Source: an optimization exercise on an open RTL-to-GDS flow (aim: small area, a short achievable clock period and few clock cycles per item). Production flows keep margins and buffers that such runs may drop. RTL that was checked went through simulation tests only; none was proved equivalent to the original. No activity file was given, so power comes from the tool's default toggle rates.

01-20:
// seq_multiplier
module seq_multiplier #(
    parameter N = 32
)(
    input  wire clk,
    input  wire rst,
    input  wire start,
    input  wire [N-1:0] multiplicand,
    input  wire [N-1:0] multiplier,
    output wire [2*N-1:0] product,
    output wire busy,
    output wire done
);
For scale: ~860 cells after synthesis, roughly 130 I/O pins, about 0.0092 mm^2 of cells after synthesis.
==> flow/config.mk <==
export PLATFORM = sky130hd
export DESIGN_NAME = seq_multiplier
export DESIGN_NICKNAME = seq_multiplier
export VERILOG_FILES = /design/flow/design.v
export SDC_FILE = /design/flow/constraint.sdc
export NUM_CORES = 4
export LEC_CHECK = 0
export CAP_MARGIN = 20
export CORE_MARGIN = 2
export CORE_UTILIZATION = 40
export SETUP_SLACK_MARGIN = 2.7
export SLEW_MARGIN = 20
export TNS_END_PERCENT = 5
==> flow/constraint.sdc <==
create_clock -name core_clock -period 4.5 [get_ports {clk}]
set_input_delay 0.9000 -clock core_clock [delete_from_list [all_inputs] [get_ports {clk}]]
set_output_delay 0.9000 -clock core_clock [all_outputs]
set_load 0.01 [all_outputs]
standard.sh (not shown) runs the stock make flow with config.mk's settings and CLKGATE_MAP_FILE= SYNTH_SCRIPT=/design/flow/synth_recipe.tcl, a recipe that flattens the netlist after the stock synthesis.
==> flow/flow/run.sh <==
#!/bin/bash
# Layout flow: the standard ORFS flow (standard.sh, unchanged synthesis), with
#  - port buffers made of sky130_fd_sc_hd__buf_2 instead of the default delay-cell buffers;
#  - clock tree synthesis without dummy load cells, with a clkbuf_16 root and clkbuf_8 leaves.
# make's full output goes to make_finish.log in the work folder; ORFS keeps each step's log
# under orfs/logs/.
set -euo pipefail
CTS="-sink_clustering_enable -repair_clock_nets -dont_use_dummy_load -root_buf sky130_fd_sc_hd__clkbuf_16 -buf_list sky130_fd_sc_hd__clkbuf_8"
bash standard.sh "BUFFER_PORTS_ARGS=-buffer_cell sky130_fd_sc_hd__buf_2" "CTS_ARGS=$CTS" finish > make_finish.log 2>&1
test -f out/final.def
Inputs modified between 01-20 and 06-16:
--- a/flow/design.v
+++ b/flow/design.v
@@ -279,15 +279,15 @@
   wire [7:0] i2 = phi[23:16] + {7'd0, k2};
   wire [7:0] i3 = phi[31:24] + {7'd0, k3};
   always @(posedge clk) begin
     plo <= idle_r ? multiplier : {lo, plo[31:4]};
     lo  <= lo5[3:0];
     phi <= cpa2_r ? {i3, i2, i1, i0} : {a3, a2[7:0], a1[7:0], a0[7:0]};
     bg  <= {a2[8], a1[8], a0[8]};
-    bp  <= {&a2[7:0], &a1[7:0], &a0[7:0]};
+    bp  <= {&(s[23:16] ^ c[23:16]), &(s[15:8] ^ c[15:8]), &(s[7:0] ^ c[7:0])};
     s   <= x[38:4];
     c   <= y[38:4];
     px  <= x[3:0];
     py  <= y[3:0];
     cf  <= ~first_r & lo5[4];    
   end
 endmodule
[summary]
06-16 vs 01-20: final cell count down slightly
As far as share of cell area taken by flip-flops and latches is concerned, 06-16 and 01-20 perform about the same.
Worst slew margin relative to its limit delta (06-16 − 01-20): unfavourable
The final reports for 06-16 and 01-20 show clock network fraction of design power higher in the former.
[06-16 vs 01-20] cell leakage power: lower in 06-16
Combinational cell fraction of total power was higher in the run labelled 01-20.
According to the power report, total power for 06-16 is lower than for 01-20.
Between 01-20 and 06-16, the difference in effective utilization at floorplan is negligible.
From 06-16 to 01-20, number of synthesized flops with an enable pin did not move at all.
Summary of 06-16 over 01-20: met1 layer usage reported by global route fell by 1.2 points, routed wire length decreased by about 2.8% relative to the old numbers, cell count after synthesis went down, data arrival time at the worst-slack endpoint went down by 60 ps.
Testbench counts of 06-16, summed over its fixed seeds: cycles 19,200, items 1,600.
No functional check of the RTL was part of 01-20.

Another version of the RTL of seq_multiplier (not shown whole).
For scale: ~200 flip-flops, ~11,000 um^2 of cells after synthesis.
export LEC_CHECK = 0
export CAP_MARGIN = 20
export CORE_MARGIN = 2
export CORE_UTILIZATION = 40
export SETUP_SLACK_MARGIN = 2.7
export SLEW_MARGIN = 20
export TNS_END_PERCENT = 5
create_clock -name core_clock -period 4.5 [get_ports {clk}]
==> flow/flow/run.sh <==
#!/bin/bash
# Layout flow: the standard ORFS flow (standard.sh, unchanged synthesis), with
#  - port buffers made of sky130_fd_sc_hd__buf_2 instead of the default delay-cell buffers;
#  - clock tree synthesis without dummy load cells, with larger sink clusters.
# make's full output goes to make_finish.log in the work folder; ORFS keeps each step's log
# under orfs/logs/.
set -euo pipefail
CTS="-sink_clustering_enable -repair_clock_nets -dont_use_dummy_load -sink_clustering_size 30 -buf_list sky130_fd_sc_hd__clkbuf_16"
bash standard.sh "BUFFER_PORTS_ARGS=-buffer_cell sky130_fd_sc_hd__buf_2" "CTS_ARGS=$CTS" finish > make_finish.log 2>&1
test -f out/final.def
==> next run, changes <==
--- a/flow/design.v
+++ b/flow/design.v
@@ -5,18 +5,19 @@
     input  wire rst,
     input  wire start,
     input  wire [N-1:0] multiplicand,
     input  wire [N-1:0] multiplier,
     output wire [2*N-1:0] product,
     output wire busy,
     output wire done
 );
   reg busy_q, idle_r, done_r, cpa2_r, first_r;
+  reg gcn;                  
   reg [3:0] cnt;
   reg [31:0] plo;           
   reg [31:0] phi;           
   reg [34:0] s, c;          
   reg [3:0] px, py;         
   reg cf;                   
   reg [3:0] lo;             
   reg [2:0] bg, bp;         
   reg nan, oa, ta;          
@@ -28,18 +29,19 @@
   assign product = {phi, plo};
   wire busy_n = ~rst & (idle_r ? start : ~cpa2_r);
   always @(posedge clk) begin
     busy_q  <= busy_n;           
     idle_r  <= ~busy_n;          
     done_r  <= ~rst & ~idle_r & cpa2_r;
     cpa2_r  <= ~rst & ~idle_r & (cnt == 4'd9);
     cnt     <= idle_r ? 4'd1 : cnt + 4'd1;
     first_r <= idle_r;
+    gcn     <= idle_r;                   
   end
   wire m7 = (cnt == 4'd7);                   
   wire [2:0] tra = idle_r ? {multiplier[2:1], 1'b0} : plo[6:4];
   wire [2:0] trb = idle_r ? multiplier[4:2] : {plo[8] & ~m7, plo[7:6]};
   always @(posedge clk) begin
     nan <= ~tra[2];
     oa <= tra[1] ^ tra[0];
     ta <= (tra[2] & ~tra[1] & ~tra[0]) | (~tra[2] & tra[1] & tra[0]);
   end
@@ -53,31 +55,31 @@
     for (k = 0; k < 33; k = k + 1) begin : g_pp
       assign sa[k] = (oa & mcx[k+1]) | (ta & mcx[k]);
       assign pbn[k] = (obn & mcx[k+1]) | (tbn & mcx[k]);
     end
   endgenerate
   wire ta34 = first_r ? na : ~na;
   wire ta35 = first_r ? na : 1'b1;
   wire ta36 = first_r & ~na;
   wire [34:0] se = s;
-  wire [34:0] ce = c;
+  wire [34:0] ce = c & ~{35{gcn}};
   wire fs1 = se[1] ^ ce[1] ^ na;
   wire fc2 = (se[1] & ce[1]) | (se[1] & na) | (ce[1] & na);
   wire pp3 = sa[0] ^ na;
   wire fs4 = se[2] ^ ce[2] ^ fc2;
   wire fc5 = (se[2] & ce[2]) | (se[2] & fc2) | (ce[2] & fc2);
   wire pp6 = sa[1] ^ na;
-  wire fs7 = se[3] ^ ce[3] ^ nbr;
-  wire fc8 = (se[3] & ce[3]) | (se[3] & nbr) | (ce[3] & nbr);
+  wire fs7 = se[3] ^ nbr ^ ce[3];
+  wire fc8 = (se[3] & nbr) | (se[3] & ce[3]) | (nbr & ce[3]);
   wire pp11 = pbr[0] ^ nbr;
   wire pp12 = sa[2] ^ na;
-  wire fs9 = pp11 ^ fs7 ^ pp12;
-  wire fc10 = (pp11 & fs7) | (pp11 & pp12) | (fs7 & pp12);
+  wire fs9 = pp11 ^ pp12 ^ fs7;
+  wire fc10 = (pp11 & pp12) | (pp11 & fs7) | (pp12 & fs7);
   wire pp15 = pbr[1] ^ nbr;
   wire fs13 = se[4] ^ ce[4] ^ pp15;
   wire fc14 = (se[4] & ce[4]) | (se[4] & pp15) | (ce[4] & pp15);
   wire pp18 = sa[3] ^ na;
   wire fs16 = fc8 ^ pp18 ^ fs13;
   wire fc17 = (fc8 & pp18) | (fc8 & fs13) | (pp18 & fs13);
   wire pp21 = pbr[2] ^ nbr;
   wire fs19 = se[5] ^ ce[5] ^ pp21;
   wire fc20 = (se[5] & ce[5]) | (se[5] & pp21) | (ce[5] & pp21);
@@ -279,15 +281,15 @@
   always @(posedge clk) begin
     plo <= idle_r ? multiplier : {lo, plo[31:4]};
     lo  <= lo5[3:0];
     phi <= cpa2_r ? {i3, i2, i1, i0} : {a3, a2[7:0], a1[7:0], a0[7:0]};
     bg  <= {a2[8], a1[8], a0[8]};
     bp  <= {&(s[23:16] ^ c[23:16]), &(s[15:8] ^ c[15:8]), &(s[7:0] ^ c[7:0])};
     pbr <= pbn;
     nbr <= nbn;
     s   <= idle_r ? ({3'b000, multiplicand} & {35{multiplier[0]}}) : x[38:4];
-    c   <= idle_r ? 35'd0 : y[38:4];
+    c   <= y[38:4];
     px  <= x[3:0];
     py  <= y[3:0];
     cf  <= ~first_r & lo5[4];    
   end
 endmodule
Outcome:
- sequential power went up by about 2%
- synthesized area went down by about 7%
- sequential cell count stays the same
- routed wire length went down by 14%
- die area went down by 6.6%
- fmax went down by 0.39%
- via count went down by 13%
- non-clock buffer count went up by 4
- worst hold slack gets worse by 13 ps
No run of this note included a check of the RTL's function; only the layout flow was run.

seq_multiplier, a different RTL version from the one above (not shown whole).
For scale: ~170 flip-flops, roughly 130 I/O pins, about 0.010 mm² of cells after synthesis.
Settings: LEC_CHECK=0, CAP_MARGIN=20, CORE_MARGIN=2, CORE_UTILIZATION=40, SETUP_SLACK_MARGIN=2.6, SLEW_MARGIN=20, TNS_END_PERCENT=10; clock period 4.5 ns.
Scripts as last shown in full above: flow/flow/run.sh
The first run finished with timing, DRC and antenna clean.
Next try:
--- a/flow/design.v
+++ b/flow/design.v
@@ -4,21 +4,20 @@
     input  wire clk,
     input  wire rst,
     input  wire start,
     input  wire [N-1:0] multiplicand,
     input  wire [N-1:0] multiplier,
     output wire [2*N-1:0] product,
     output wire busy,
     output wire done
 );
   reg busy_q, idle_r, done_r, cpa2_r, first_r;
-  reg gm, gs, gcn;          
   reg [3:0] cnt;
   reg [31:0] plo;           
   reg [31:0] phi;           
   reg [34:0] s, c;          
   reg [3:0] px, py;         
   reg cf;                   
   reg [3:0] lo;             
   reg [2:0] bg, bp;         
   reg nan, oa, ta, nb, ob, tb;   
   wire na = ~nan;              
@@ -26,23 +25,20 @@
   assign done = done_r;
   assign product = {phi, plo};
   wire busy_n = ~rst & (idle_r ? start : ~cpa2_r);
   always @(posedge clk) begin
     busy_q  <= busy_n;           
     idle_r  <= ~busy_n;          
     done_r  <= ~rst & ~idle_r & cpa2_r;
     cpa2_r  <= ~rst & ~idle_r & (cnt == 4'd9);
     cnt     <= idle_r ? 4'd1 : cnt + 4'd1;
     first_r <= idle_r;
-    gm      <= idle_r & multiplier[0];   
-    gs      <= ~idle_r;                  
-    gcn     <= idle_r;                   
   end
   wire m7 = (cnt == 4'd7);                   
   wire [2:0] tra = idle_r ? {multiplier[2:1], 1'b0} : plo[6:4];
   wire [2:0] trb = idle_r ? multiplier[4:2] : {plo[8] & ~m7, plo[7:6]};
   always @(posedge clk) begin
     nan <= ~tra[2];
     oa <= tra[1] ^ tra[0];
     ta <= (tra[2] & ~tra[1] & ~tra[0]) | (~tra[2] & tra[1] & tra[0]);
     nb <= trb[2];
     ob <= trb[1] ^ trb[0];
@@ -53,22 +49,22 @@
   genvar k;
   generate
     for (k = 0; k < 33; k = k + 1) begin : g_pp
       assign sa[k] = (oa & mcx[k+1]) | (ta & mcx[k]);
       assign sb[k] = (ob & mcx[k+1]) | (tb & mcx[k]);
     end
   endgenerate
   wire ta34 = first_r ? na : ~na;
   wire ta35 = first_r ? na : 1'b1;
   wire ta36 = first_r & ~na;
-  wire [34:0] se = ({3'b000, multiplicand} & {35{gm}}) | (s & {35{gs}});
-  wire [34:0] ce = c & ~{35{gcn}};
+  wire [34:0] se = first_r ? ({3'b000, multiplicand} & {35{plo[0]}}) : s;
+  wire [34:0] ce = c & {35{~first_r}};
   wire fs1 = ce[1] ^ na ^ se[1];
   wire fc2 = (ce[1] & na) | (ce[1] & se[1]) | (na & se[1]);
   wire pp3 = sa[0] ^ na;
   wire fx6 = ce[2] ^ se[2] ^ na;
   wire fg7 = na ? (ce[2] & se[2]) : (ce[2] | se[2]);
   wire fp8 = na ? (ce[2] | se[2]) : (ce[2] & se[2]);
   wire fs4 = fx6 ^ sa[1];
   wire fc5 = sa[1] ? fg7 : fp8;
   wire fs9 = ce[3] ^ nb ^ se[3];
   wire fc10 = (ce[3] & nb) | (ce[3] & se[3]) | (nb & se[3]);
The changed run ran to the end with no violations. Total power fell by 3.0%. Sequential share of layout area hardly moves. Cell area fell by 1.6%. Setup slack got worse by 0.078 ns. Cell count rose by 2.2%. Synthesized area rose by 1.3%.
Testbench counts after the change, summed over its fixed seeds: cycles 19,200, items 1,600.
Function not checked in the first run of this note: the RTL went through the layout flow alone.

==> static timing again, ports no longer ideal <==
Ports are ideal in the flow. The routed layouts listed here were re-timed in OpenROAD. Step 1 sets driving cells, clkbuf_16 on the clock port and buf_2 on the other inputs (assumed; they add their load-dependent delay and slew). Step 2 adds t to the input delays and takes it off the output delays; t is the mean of the earliest and latest rising clock arrival at the registers after step 1. Input paths then give back, and output paths get back, about the clock's delay inside the block. Slacks: ideal ports / drivers / drivers and shift; pairs: ideal ports / drivers.
| run | shift t [ns] | setup WS [ns] | clock arrival spread, ns | worst slew at a driven data input, ns |
|---|---|---|---|---|
| 01-20 | 0.422 | 2.384 / 2.365 / 1.942 | 0.053 / 0.053 | 0.09 |
| 06-16 | 0.420 | 2.391 / 2.402 / 1.981 | 0.057 / 0.057 | 0.07 |
| the first run of note 2 | 0.473 | 2.484 / 2.484 / 2.167 | 0.039 / 0.040 | 0.07 |
| the second run of note 2 | 0.470 | 2.476 / 2.476 / 2.279 | 0.027 / 0.028 | 0.07 |
| the first run of note 3 | 0.468 | 2.530 / 2.525 / 2.080 | 0.039 / 0.039 | 0.06 |
| the second run of note 3 | 0.466 | 2.451 / 2.451 / 2.056 | 0.025 / 0.025 | 0.06 |
After both steps setup and hold are still met in every run listed. For the first run of note 3, which loses most, drivers alone change the setup slack by -0.005 ns; drivers and shift together by -0.450 ns.
